Source: an optimization exercise on an open RTL-to-GDS flow (aim: small area). Production flows keep margins and buffers that such runs may drop. The RTL was checked by simulation tests, not by an equivalence proof against the original design. Power and IR drop assume default switching activity.

### flow/run.sh
#!/bin/bash
# synth_recipe.tcl (not shown) runs the flow's synth.tcl, then flattens the netlist and writes it again
# the make line also repeats each setting of config.mk as NAME=value (left out here)
make -C /OpenROAD-flow-scripts/flow DESIGN_CONFIG=/design/flow/config.mk WORK_HOME=/design/flow/orfs CLKGATE_MAP_FILE= SYNTH_SCRIPT=/design/flow/synth_recipe.tcl finish
### flow/config.mk
export PLATFORM = sky130hd
export DESIGN_NAME = legv8_core
export DESIGN_NICKNAME = legv8_core
export VERILOG_FILES = /design/flow/design.v
export SDC_FILE = /design/flow/constraint.sdc
export NUM_CORES = 4
export LEC_CHECK = 0
export CAP_MARGIN = 20
export CORE_MARGIN = 2
export CORE_UTILIZATION = 40
export SLEW_MARGIN = 20
### flow/constraint.sdc
create_clock -name core_clock -period 7.0 [get_ports {clk}]
set_input_delay 1.4000 -clock core_clock [delete_from_list [all_inputs] [get_ports {clk}]]
set_output_delay 1.4000 -clock core_clock [all_outputs]
set_load 0.01 [all_outputs]
### flow/design.v
module adder #(parameter N = 64)
					(input logic [N-1:0] a, b,
					output logic [N-1:0] y);
	assign y = a + b;
endmodule
module mux2 #(parameter N = 64)
				(input logic [N-1:0] d0, d1,
				input logic s,
				output logic [N-1:0] y);
	assign y = s ? d1 : d0;
endmodule
module flopr #(parameter N = 64) (
	input logic clk,
	input logic reset,
	input logic [N-1:0] d,
	output logic [N-1:0] q
);
	always_ff @(posedge clk, posedge reset)
		if (reset) q <= '0;  
		else q <= d;
endmodule
module sl2 #(parameter N = 64)
				(input logic [N-1:0] a,					
				output logic [N-1:0] y);
	assign y[0] = 1'b0;
	assign y[1] = 1'b0;
	assign y[63:2] = a[61:0];
endmodule
module signext(
	input logic [31:0] a,
	output logic [63:0] y
);
	logic [10:0] opcode;
	assign opcode = a[31:21];
	always_comb
		casez (opcode)
			11'b111_1100_0010: y = {{55{a[20]}}, a[20:12]};
			11'b111_1100_0000: y = {{55{a[20]}}, a[20:12]};
			11'b101_1010_0???: y = {{45{a[23]}}, a[23:5]};  
			11'b010_1010_0???: y = {{45{a[23]}}, a[23:5]};  
			11'b100_1000_100?,  
			11'b110_1000_100?,  
			11'b101_1000_100?,  
			11'b111_1000_100?: y = {{52{1'b0}} , a[21:10]};  
			default: y = 64'b0;
		endcase
endmodule
module regfile(
	input logic clk, reset, we3,
	input logic [4:0] ra1, ra2, wa3,
	input logic [63:0] wd3,
	output logic [63:0] rd1, rd2
);
	logic [30:0][63:0] REGS;
	always_ff @(posedge clk, posedge reset) begin
		if (reset) begin
			for (int i = 0; i < 31; i++) REGS[i] <= 64'(i);
		end else if (we3 && (wa3 != 5'd31)) begin
			REGS[wa3] <= wd3;
		end
	end
	assign rd1 = (we3 && (wa3 == ra1)) ? wd3 : ((ra1 == 5'd31) ? 64'd0 : REGS[ra1]);
	assign rd2 = (we3 && (wa3 == ra2)) ? wd3 : ((ra2 == 5'd31) ? 64'd0 : REGS[ra2]);
endmodule
module alu #(parameter N = 64) (
    input  logic [63:0] a, b,
    input  logic [3:0] ALUControl,
    output logic [63:0] result,
    output logic        zero,
    output logic        Ne, V, C,
    output logic        write_flags
);
    logic [63:0] complemento_b;
    always_comb begin
        complemento_b = ~b + 1;
        casez (ALUControl)
            4'b0000: result = a & b; 
            4'b0001: result = a | b;
            4'b0010,
            4'b1010: result = a + b;
            4'b0110,
            4'b1110: result = a + complemento_b; 
            4'b0111: result = b;
            default: result = 64'b0;
        endcase
    end
    always_comb begin
        write_flags = ALUControl[3];
    end
    always_comb begin
        zero = (result == 0);
        Ne = result[63];
        if (ALUControl == 4'b1010) begin
            V = (~(a[63] ^ b[63]) && (result[63] ^ a[63]));
            C = (result < a);
        end else if (ALUControl == 4'b1110) begin
            V = ((a[63] ^ b[63]) && (result[63] ^ a[63]));
            C = (a >= b);
        end else begin
            V = 0;
            C = 0;
        end
    end
endmodule
module aludec (input  logic [10:0] funct,  
					input  logic [1:0]  aluop,  
					output logic [3:0] alucontrol);  				
	always_comb
		if (aluop == 2'b00) alucontrol = 4'b0010;  
		else if (aluop == 2'b01) alucontrol = 4'b0111;  
		else if((aluop == 2'b10) & (funct == 11'b100_0101_1000)) alucontrol = 4'b0010;  
		else if((aluop == 2'b10) & (funct == 11'b110_0101_1000)) alucontrol = 4'b0110;  
		else if((aluop == 2'b10) & (funct == 11'b100_0101_0000)) alucontrol = 4'b0000;  
		else if((aluop == 2'b10) & (funct == 11'b101_0101_0000)) alucontrol = 4'b0001;  
		else if((aluop == 2'b10) & (funct[10:1] == 10'b10_0100_0100)) alucontrol = 4'b0010;  
		else if((aluop == 2'b10) & (funct[10:1] == 10'b11_0100_0100)) alucontrol = 4'b0110;  
		else if((aluop == 2'b10) & (funct == 11'b101_0101_1000)) alucontrol = 4'b1010;  
		else if((aluop == 2'b10) & (funct == 11'b111_0101_1000)) alucontrol = 4'b1110;  
		else if((aluop == 2'b10) & (funct[10:1] == 10'b10_1100_0100)) alucontrol = 4'b1010;  
		else if((aluop == 2'b10) & (funct[10:1] == 10'b11_1100_0100)) alucontrol = 4'b1110;  
		else alucontrol = 4'b0000;
endmodule
module maindec(
	input logic [10:0] Op,
	output logic Reg2Loc, ALUSrc, MemtoReg, RegWrite, MemRead, MemWrite, Branch, condBranch,
	output logic [1:0] ALUOp
);
	always_comb begin
		casez (Op)
			11'b111_1100_0010: begin
				Reg2Loc = 0;
				ALUSrc = 1;
				MemtoReg = 1;
				RegWrite = 1;
				MemRead = 1;
				MemWrite = 0;
				Branch = 0;
				condBranch = 0;
				ALUOp = 2'b00;
			end
			11'b111_1100_0000: begin
				Reg2Loc = 1;
				ALUSrc = 1;
				MemtoReg = 0;
				RegWrite = 0;
				MemRead = 0;
				MemWrite = 1;
				Branch = 0;
				condBranch = 0;
				ALUOp = 2'b00;
			end
			11'b101_1010_0???: begin
				Reg2Loc = 1;
				ALUSrc = 0;
				MemtoReg = 0;
				RegWrite = 0;
				MemRead = 0;
				MemWrite = 0;
				Branch = 1;
				condBranch = 0;
				ALUOp = 2'b01;
			end
			11'b101_0101_1000,  
			11'b111_0101_1000,  
			11'b100_0101_1000,  
			11'b110_0101_1000,  
			11'b100_0101_0000,  
			11'b101_0101_0000: begin  
				Reg2Loc = 0;
				ALUSrc = 0;
				MemtoReg = 0;
				RegWrite = 1;
				MemRead = 0;
				MemWrite = 0;
				Branch = 0;
				condBranch = 0;
				ALUOp = 2'b10;
			end
			11'b101_1000_100?,  
			11'b111_1000_100?,  
			11'b100_1000_100?,  
			11'b110_1000_100?: begin  
				Reg2Loc = 0;
				ALUSrc = 1;
				MemtoReg = 0;
				RegWrite = 1;
				MemRead = 0;
				MemWrite = 0;
				Branch = 0;
				condBranch = 0;
				ALUOp = 2'b10;
			end
			11'b010_1010_0???: begin
				Reg2Loc = 0;
				ALUSrc = 1;
				MemtoReg = 0;
				RegWrite = 0;
				MemRead = 0;
				MemWrite = 0;
				Branch = 0;
				condBranch = 1;
				ALUOp = 2'b10;
			end
			default: begin
				Reg2Loc = 0;
				ALUSrc = 0;
				MemtoReg = 0;
				RegWrite = 0;
				MemRead = 0;
				MemWrite = 0;
				Branch = 0;
				condBranch = 0;
				ALUOp = 2'b00;
			end
		endcase
	end
endmodule
module controller(input logic [10:0] instr,
						output logic [3:0] AluControl,						
						output logic reg2loc, regWrite, AluSrc, Branch,
											memtoReg, memRead, memWrite, condBranch);
	logic [1:0] AluOp_s;
	maindec 	decPpal 	(.Op(instr), 
							.Reg2Loc(reg2loc), 
							.ALUSrc(AluSrc), 
							.MemtoReg(memtoReg), 
							.RegWrite(regWrite), 
							.MemRead(memRead), 
							.MemWrite(memWrite), 
							.Branch(Branch), 
							.condBranch(condBranch),
							.ALUOp(AluOp_s));	
	aludec 	decAlu 	(.funct(instr), 
							.aluop(AluOp_s), 
							.alucontrol(AluControl));
endmodule
module bCondCheck (
    input logic [3:0] sel,
    input logic [3:0] flags,
    output logic cBranch
);
    always_comb begin
        case (sel)
            4'b0000: cBranch = (flags[3] == 1);                				 
            4'b0001: cBranch = (flags[3] == 0);                				 
            4'b0010: cBranch = (flags[1] == 1);                				 
            4'b0011: cBranch = (flags[1] == 0);                				 
            4'b0100: cBranch = (flags[2] == 1);                				 
            4'b0101: cBranch = (flags[2] == 0);                				 
            4'b0110: cBranch = (flags[0] == 1);                				 
            4'b0111: cBranch = (flags[0] == 0);                				 
            4'b1000: cBranch = (flags[3] == 0) && (flags[1] == 1);    		 
            4'b1001: cBranch = (flags[3] == 1) || (flags[1] == 0);    		 
            4'b1010: cBranch = (flags[2] == flags[0]);                		 
            4'b1011: cBranch = (flags[2] != flags[0]);                		 
            4'b1100: cBranch = (flags[3] == 0) && (flags[2] == flags[0]); 	 
            4'b1101: cBranch = (flags[3] == 1) || (flags[2] != flags[0]); 	 
            default: cBranch = 0;
        endcase
    end
endmodule
module flag_register (
	input logic clk,
	input logic reset,
	input logic write_enable,
	input logic [3:0] flags,
	output logic [3:0] q
);
	always_ff @(posedge clk, posedge reset)
		if (reset)
			q <= 4'b0;
		else if (write_enable)
			q <= flags;
endmodule
module fetch #(parameter N = 64) (
	input logic PCSrc_F, clk, reset,
	input logic [N-1:0] PCBranch_F,
	output logic [N-1:0] imem_addr_F
);
	logic [N-1:0] mux_result, adder_result;
	mux2 mux_inst (
		.d0(adder_result),
		.d1(PCBranch_F),
		.s(PCSrc_F),
		.y(mux_result)
	);
	flopr flopr_inst (
	  .clk(clk),
	  .reset(reset),
	  .d(mux_result),
	  .q(imem_addr_F)
    );
	 adder adder_inst (
		.a(imem_addr_F),
		.b(64'h4),
		.y(adder_result)
	 );
endmodule
module decode #(parameter N = 64)
					(input logic regWrite_D, reg2loc_D, clk, reset,
					input logic [N-1:0] writeData3_D,
					input logic [31:0] instr_D,
					output logic [N-1:0] signImm_D, readData1_D, readData2_D, 
					input logic [4:0] wa3_D);  
	logic [4:0] ra2;			
	mux2 	#(5) 	ra2mux	(.d0(instr_D[20:16]), .d1(instr_D[4:0]), .s(reg2loc_D), .y(ra2));
	regfile 		registers(.clk(clk), .reset(reset), .we3(regWrite_D), .ra1(instr_D[9:5]), .ra2(ra2), .wa3(wa3_D), 
								 .wd3(writeData3_D), .rd1(readData1_D), .rd2(readData2_D));
	signext 		ext		(.a(instr_D), .y(signImm_D));	
endmodule
module execute #(parameter N = 64) (
	input logic AluSrc,
	input logic [3:0] AluControl,
	input logic [N-1:0] PC_E, signImm_E, readData1_E, readData2_E,
	output logic [N-1:0] PCBranch_E, aluResult_E, writeData_E,
	output logic n, v, c, write_flags,
	output logic zero_E
);
	logic [N-1:0] sl2_result, mux_result;
	mux2 #(N) mux_inst (
		.d0(readData2_E),
		.d1(signImm_E),
		.s(AluSrc),
		.y(mux_result)
	);
	adder #(N) adder_inst (
		.a(PC_E),
		.b(sl2_result),
		.y(PCBranch_E)
	);
	sl2 #(N) sl2_inst (
		.a(signImm_E),
		.y(sl2_result)
	);
	alu #(N) alu_inst(
		.a(readData1_E),
		.b(mux_result),
		.ALUControl(AluControl),
		.result(aluResult_E),
		.zero(zero_E), 
		.Ne(n), 
		.V(v), 
		.C(c), 
		.write_flags(write_flags)
	);
	assign writeData_E = readData2_E;
endmodule
module memory (
    input logic clk, reset, Branch_M, write_flags_M, condBranch,
    input logic [3:0] CPSR_flags,
    input logic [3:0] cond_code,                    
    output logic PCSrc_M
);
    logic [3:0] flags_out;
    logic branch_condition_met;
    logic unconditional_branch;
    flag_register CPSR_FLAGS (
        .clk(clk),
        .reset(reset),
        .write_enable(write_flags_M),
        .flags(CPSR_flags),
        .q(flags_out)
    );
    bCondCheck BCOND (
        .sel(cond_code),
        .flags(flags_out),
        .cBranch(branch_condition_met)
    );
    mux2 MUX_MEM (
        .d0(unconditional_branch),
        .d1(branch_condition_met),
        .s(condBranch),
        .y(PCSrc_M)
    );
    assign unconditional_branch = Branch_M & CPSR_flags[3];
endmodule
module writeback #(parameter N = 64)
					(input logic [N-1:0] aluResult_W, DM_readData_W,
					input logic memtoReg,
					output logic [N-1:0] writeData3_W);					
	mux2 #(64) MtoRmux (.d0(aluResult_W), .d1(DM_readData_W), .s(memtoReg), .y(writeData3_W));
endmodule
module datapath #(parameter N = 64)
					(input logic reset, clk,
					input logic reg2loc,									
					input logic AluSrc,
					input logic [3:0] AluControl,
					input logic	Branch,
					input logic memRead,
					input logic memWrite,
					input logic regWrite,	
					input logic memtoReg,
					input logic condBranch,
					input logic [31:0] IM_readData,
					input logic [N-1:0] DM_readData,
					output logic [N-1:0] IM_addr, DM_addr, DM_writeData, PCBranch_E,
					output logic DM_writeEnable, DM_readEnable, PCSrc );					
	logic [N-1:0] aluResult_E, writeData_E, writeData3; 
	logic [N-1:0] signImm_D, readData1_D, readData2_D;
	logic zero_E;
	logic n_E, v_E, c_E, write_flags_E;
	logic [95:0] qIF_ID;
	logic [271:0] qID_EX;
	logic [207:0] qEX_MEM;
	logic [134:0] qMEM_WB;
	fetch 	#(64) 	FETCH 	(.PCSrc_F(PCSrc),
										.clk(clk),
										.reset(reset),
										.PCBranch_F(qEX_MEM[201:138]),
										.imem_addr_F(IM_addr));								
	flopr 	#(96)		IF_ID 	(.clk(clk),
										.reset(reset),
										.d({IM_addr, IM_readData}),
										.q(qIF_ID));
	decode 	#(64) 	DECODE 	(.regWrite_D(qMEM_WB[134]),
										.reg2loc_D(reg2loc), 
										.clk(clk),
										.reset(reset),
										.writeData3_D(writeData3),
										.instr_D(qIF_ID[31:0]), 
										.signImm_D(signImm_D), 
										.readData1_D(readData1_D),
										.readData2_D(readData2_D),
										.wa3_D(qMEM_WB[4:0]));				
	flopr 	#(272)	ID_EX 	(.clk(clk),
										.reset(reset),
										.d({condBranch, AluSrc, AluControl, Branch, memRead, memWrite, regWrite, memtoReg,	
											qIF_ID[95:32], signImm_D, readData1_D, readData2_D, qIF_ID[4:0]}),
										.q(qID_EX));	
	execute 	#(64) 	EXECUTE 	(.AluSrc(qID_EX[270]),
										.AluControl(qID_EX[269:266]),
										.PC_E(qID_EX[260:197]), 
										.signImm_E(qID_EX[196:133]), 
										.readData1_E(qID_EX[132:69]), 
										.readData2_E(qID_EX[68:5]), 
										.PCBranch_E(PCBranch_E), 
										.aluResult_E(aluResult_E), 
										.writeData_E(writeData_E), 
										.zero_E(zero_E),
										.n(n_E),
										.c(c_E),
										.v(v_E),
										.write_flags(write_flags_E));											
	flopr 	#(208)	EX_MEM 	(.clk(clk),
										.reset(reset),
										.d({qID_EX[271], qID_EX[265:261], PCBranch_E, zero_E, n_E, c_E, v_E, write_flags_E, aluResult_E, writeData_E, qID_EX[4:0]}),
										.q(qEX_MEM));	
	memory				MEMORY	(.clk(clk),
										.reset(reset),
									   .condBranch(qEX_MEM[207]),
										.Branch_M(qEX_MEM[206]), 
										.CPSR_flags(qEX_MEM[137:134]),
										.write_flags_M(qEX_MEM[133]),
										.cond_code(qEX_MEM[3:0]),
										.PCSrc_M(PCSrc));
	assign DM_writeData = qEX_MEM[68:5];
	assign DM_addr = qEX_MEM[132:69];
	assign DM_writeEnable = qEX_MEM[204];
	assign DM_readEnable = qEX_MEM[205];
	flopr 	#(135)	MEM_WB 	(.clk(clk),
										.reset(reset),
										.d({qEX_MEM[203:202], qEX_MEM[132:69],	DM_readData, qEX_MEM[4:0]}),
										.q(qMEM_WB));
	writeback #(64) 	WRITEBACK (.aluResult_W(qMEM_WB[132:69]), 
										.DM_readData_W(qMEM_WB[68:5]), 
										.memtoReg(qMEM_WB[133]), 
										.writeData3_W(writeData3));		
endmodule
module legv8_core (
	input  logic        clk,
	input  logic        reset,
	output logic [63:0] IM_addr,
	input  logic [31:0] IM_readData,
	output logic [63:0] DM_addr,
	output logic [63:0] DM_writeData,
	output logic        DM_writeEnable,
	output logic        DM_readEnable,
	input  logic [63:0] DM_readData
);
	logic [10:0] instr;
	logic [3:0] AluControl;
	logic reg2loc, regWrite, AluSrc, Branch, memtoReg, memRead, memWrite, condBranch;
	logic PCSrc;
	logic [63:0] PCBranch_E;
	controller 		c 			(.instr(instr),
									.AluControl(AluControl),
									.reg2loc(reg2loc),
									.regWrite(regWrite),
									.AluSrc(AluSrc),
									.Branch(Branch),
									.memtoReg(memtoReg),
									.memRead(memRead),
									.memWrite(memWrite),
									.condBranch(condBranch));
	datapath #(64) dp 		(.reset(reset),
									.clk(clk),
									.reg2loc(reg2loc),
									.AluSrc(AluSrc),
									.AluControl(AluControl),
									.Branch(Branch),
									.memRead(memRead),
									.memWrite(memWrite),
									.regWrite(regWrite),
									.memtoReg(memtoReg),
									.condBranch(condBranch),
									.IM_readData(IM_readData),
									.DM_readData(DM_readData),
									.IM_addr(IM_addr),
									.DM_addr(DM_addr),
									.DM_writeData(DM_writeData),
									.DM_writeEnable(DM_writeEnable),
									.DM_readEnable(DM_readEnable),
									.PCSrc(PCSrc),
									.PCBranch_E(PCBranch_E));
	flopr #(11)		IF_ID_TOP(.clk(clk),
									.reset(reset),
									.d(IM_readData[31:21]),
									.q(instr));
endmodule
==> notes.md <==
- Fin. Hold Viols: 0
- First-pass GRT wire length: 790,000 um
- DIE HEIGHT: 599 um
- Layout Nets: 14,000
- Setup Viol. Count Final: 0
- Inst Count DP: 18,000
- Psw: 0.0113 W
- Final setup TNS: 0 ns
- I/O Pins: 292
- Mapped Area: 142,000 sq um
- I/O Buffers: 291
- Vias in the first global route: 110,000
- Non-Filler Instances: 18,500
- Width of the die: 599 um
- Slew Viols, Final: 0
- CP max stage delay: 0.45 ns
- Net Sw Frac: 29.2%
- P per Cell Area: 243 nW/um^2
- Crit. End Element: register
- Seq pwr share: 43.4%
- Largest net degree at the start of global routing: 162
- CP most frequent cell: a21oi_1
- Crit start category: register
- Clk network pwr share: 42.0%
- Post-synthesis register bit count: 2,715
- Clk buf depth: 4
- Crit Path Class: reg -> reg
- # Max-Cap Violations: 0
- Cell family with most CP delay: compound AO/OA/AOI/OAI gates
- CP Max Fanout: 11
- Vias per inst: 6.14
- CTS Buf Count: 299
- HPWL after DPL: 337,000 um
- Hold Path Depth: 0
- DRC viols: 0
- Routed WL: 541,000 um
- Min-delay worst type: reg -> reg
- Synth unique cells: 96
- Peak supply drop: 0.215 mV
- Initial DRC count: 13,400
- HP Start: dp.IF_ID.q[79]$_DFF_PP0_
- Hold endpoint: dp.ID_EX.q[244]$_DFF_PP0_
- R2R Setup Slk: 0.33 ns
- Max Fclk: 0.150 GHz
- Async S/R FF share, synth: 100%
- Post-synthesis sequential area ratio: 48.1%
- Main synth FF type: dfrtp_1
- WL per Instance: 29.2 um
- Share of post-route cells with drive strength above 1: 14.4%
- EDFF count, synth: 0
- Clock Latency Late Sink: 0.92 ns
- Synth-to-layout area growth: 13.1%
- Syn Nets: 14,400
- LEAKAGE: 69.5 nW
- Root buf cell: clkbuf_16
- Final GP Congestion: 1.02
- Headroom to the max-slew limit: 18.0%
- Clock-pin slew on the worst setup and hold paths: 0.07 ns
- Status: timing/DRC/antenna clean
- Die Area: 359,000 sq um
- Final Skew: 0.0731 ns
- Pint: 0.0275 W
- Detailed Routing Iterations Pass 1: 7
- Synth Area per Inst: 10.2 sq um
- Reg-to-reg endpoint: dp.EX_MEM.q[135]$_DFF_PP0_
- Worst Path Arrival: 7.51 ns
- Row count: 218
- CTS tree: built
- Combinational power share: 14.5%
- CP max stage cell: dfrtp_1
- WP buf/inv: 2
- ANT nets after route: 0
- Fin Hold WS: 0.318 ns
- Worst reg-to-reg path cell count: 30
- RR Startpoint: dp.ID_EX.q[270]$_DFF_PP0_
- Clock Sinks: 2,715
- Global Route Usage Sum: 29.9%
- Cells after synthesis: 13,900
- H-tree levels: 5
- Initial antenna violation count: 38
- Critical Path RT: 7.84 ns
- Tcrit/Tclk final: 95.3%
- Core region area: 352,000 sq um
- Worst-Margin Slew: 1.23 ns
- Initial core utilization: 40.2%
- Number of synthesis warnings: 16
- GRT overflow: 0
- Tmin final: 6.67 ns
- Vias: 114,000
[how the worst max path moves through the flow]
stage,depth (start not counted),start,end,slack [ns]
floorplan,1,reset,IF_ID_TOP.q[0]$_DFF_PP0_,-32.10
global placement,24,dp.ID_EX.q[270]$_DFF_PP0_,dp.EX_MEM.q[135]$_DFF_PP0_,-0.18
detailed placement,24,dp.ID_EX.q[270]$_DFF_PP0_,dp.EX_MEM.q[135]$_DFF_PP0_,-0.32
CTS,26,dp.ID_EX.q[270]$_DFF_PP0_,dp.EX_MEM.q[135]$_DFF_PP0_,0.04
global route,32,dp.ID_EX.q[270]$_DFF_PP0_,dp.EX_MEM.q[135]$_DFF_PP0_,-0.02
finish,30,dp.ID_EX.q[270]$_DFF_PP0_,dp.EX_MEM.q[135]$_DFF_PP0_,0.33
[repair_timing]
action                     in CTS  in global routing
hold buffers                    0                  0
setup buffers                   0                  1
gates resized for setup         5                 26
pin swaps                       0                  1
setup endpoints to repair       1                  1
[kinds of logic (layout without fill, tap and decap cells)]
logic type | after synthesis | after routing | synth area share (%)
other | 0 | 14 | 0
muxes | 1204 | 1204 | 15.4
xor gates and xnor gates | 190 | 190 | 1.18
AOI/OAI and AO/OA | 3938 | 3938 | 16.1
DFF | 2715 | 2715 | 48.1
buffers and inverters | 1613 | 1468 | 4.69
adders and majority gates | 327 | 327 | 2.91
and+or+nand+nor | 3938 | 3938 | 11.6
[state kept, by name (all words and copies together) (netlist names)]
register / flops
dp.DECODE.registers.REGS: 1984
dp.ID_EX.q: 226
dp.EX_MEM.q: 206
dp.MEM_WB.q: 135
dp.IF_ID.q: 86
dp.FETCH.flopr_inst.q: 64
IF_ID_TOP.q: 10
dp.MEMORY.CPSR_FLAGS.q: 4
[cells in the mapped netlist (99+ instances only)]
master,instances,area (sq um)
inv_1,241,905
nand3_1,271,1360
nand2_1,1849,6940
buf_1,156,586
a21o_1,126,946
clkbuf_1,1029,3860
a221oi_1,133,1160
nor2_1,1260,4730
dfrtp_1,2640,66100
xnor2_1,127,1110
a21oi_1,1433,7170
nand2b_1,99,619
o21ai_0,1357,6790
nor2b_1,106,663
nor3_1,132,661
o22ai_1,146,913
buf_4,131,983
mux2i_1,347,3470
ha_1,324,4050
mux4_2,770,17300
a31oi_1,163,1020
[metrics by stage]
step / power (W) / instance area [sq um] / setup WS (ns) / util, %
2_1_floorplan: 0.0202 / 142000 / -32.10 / -
3_3_place_gp: 0.0226 / 150000 / -0.175 / 42.5
3_5_place_dp: 0.0226 / 150000 / -0.318 / 42.6
4_1_cts: 0.0389 / 160000 / 0.0409 / 45.4
5_1_grt: 0.0400 / 160000 / -0.0213 / 45.4
6_report: 0.0388 / 160000 / 0.331 / 45.4
[power by group through the flow]
| stage | Clock [W] | Sequential [W] | Combinational (W) |
|---|---|---|---|
| after floorplan | 0 | 0.0168 | 0.00335 |
| after global placement | 0 | 0.0171 | 0.00551 |
| after detailed placement | 0 | 0.0171 | 0.00550 |
| after CTS | 0.0165 | 0.0168 | 0.00552 |
| after global routing | 0.0171 | 0.0169 | 0.00599 |
| final | 0.0163 | 0.0169 | 0.00565 |
[cell usage in the layout, fill, tap and decap left out, types with 104 or more instances in the layout]
cell,count
mux4_2,770
buf_4,302
dfrtp_1,2631
a21o_1,126
clkdlybuf4s50_1,291
nor2_1,1241
nor3_1,126
a221oi_1,132
a21oi_1,1432
nand3_1,267
o21ai_0,1357
clkbuf_16,308
mux2i_1,273
ha_1,319
a31oi_1,161
o22ai_1,146
nand2_1,1838
nor2b_1,104
inv_1,240
xnor2_1,127
[per-layer routing]
layer	track usage, %	wire length [um]
met2	46.2	243000
met4	12.9	26400
met5	0	145
met3	6.64	52500
met1	40.6	219000
[cell type report]
type	count	area (sq um)
clock inverters	88	1110
fillers	33000	192000
inverters	246	933
diodes	14	35.0
flip-flops and latches	2715	68100
well taps	4730	5920
multi-input cells	9597	68000
repair buffers	696	7230
clock buffers	438	8820

[separate check: timing with driven ports]
In the flow no input, the clock included, has a driving cell. The finished layout below was timed again as built, in two steps. Step 1, drivers: a clkbuf_16 drives clk and a buf_2 each remaining input, both assumed. Step 2 times the ports against the registers' clock, not the clock port: input delays grow and output delays shrink by t, the midpoint of the rising clock arrivals with the driver on. Three values: ideal, step 1, step 2; two values: the first two.
t (ns): 1.002
setup slack, ns: 0.331 / 0.331 / 0.331
worst setup path after step 2: register to register
latest minus earliest clock arrival (ns): 0.075 / 0.075
worst register clock-pin slew, ns: 0.07 / 0.07
After both steps this run still meets setup and hold. The setup slack of this run moves by 0.000 ns with the drivers and by 0.000 ns with both steps.
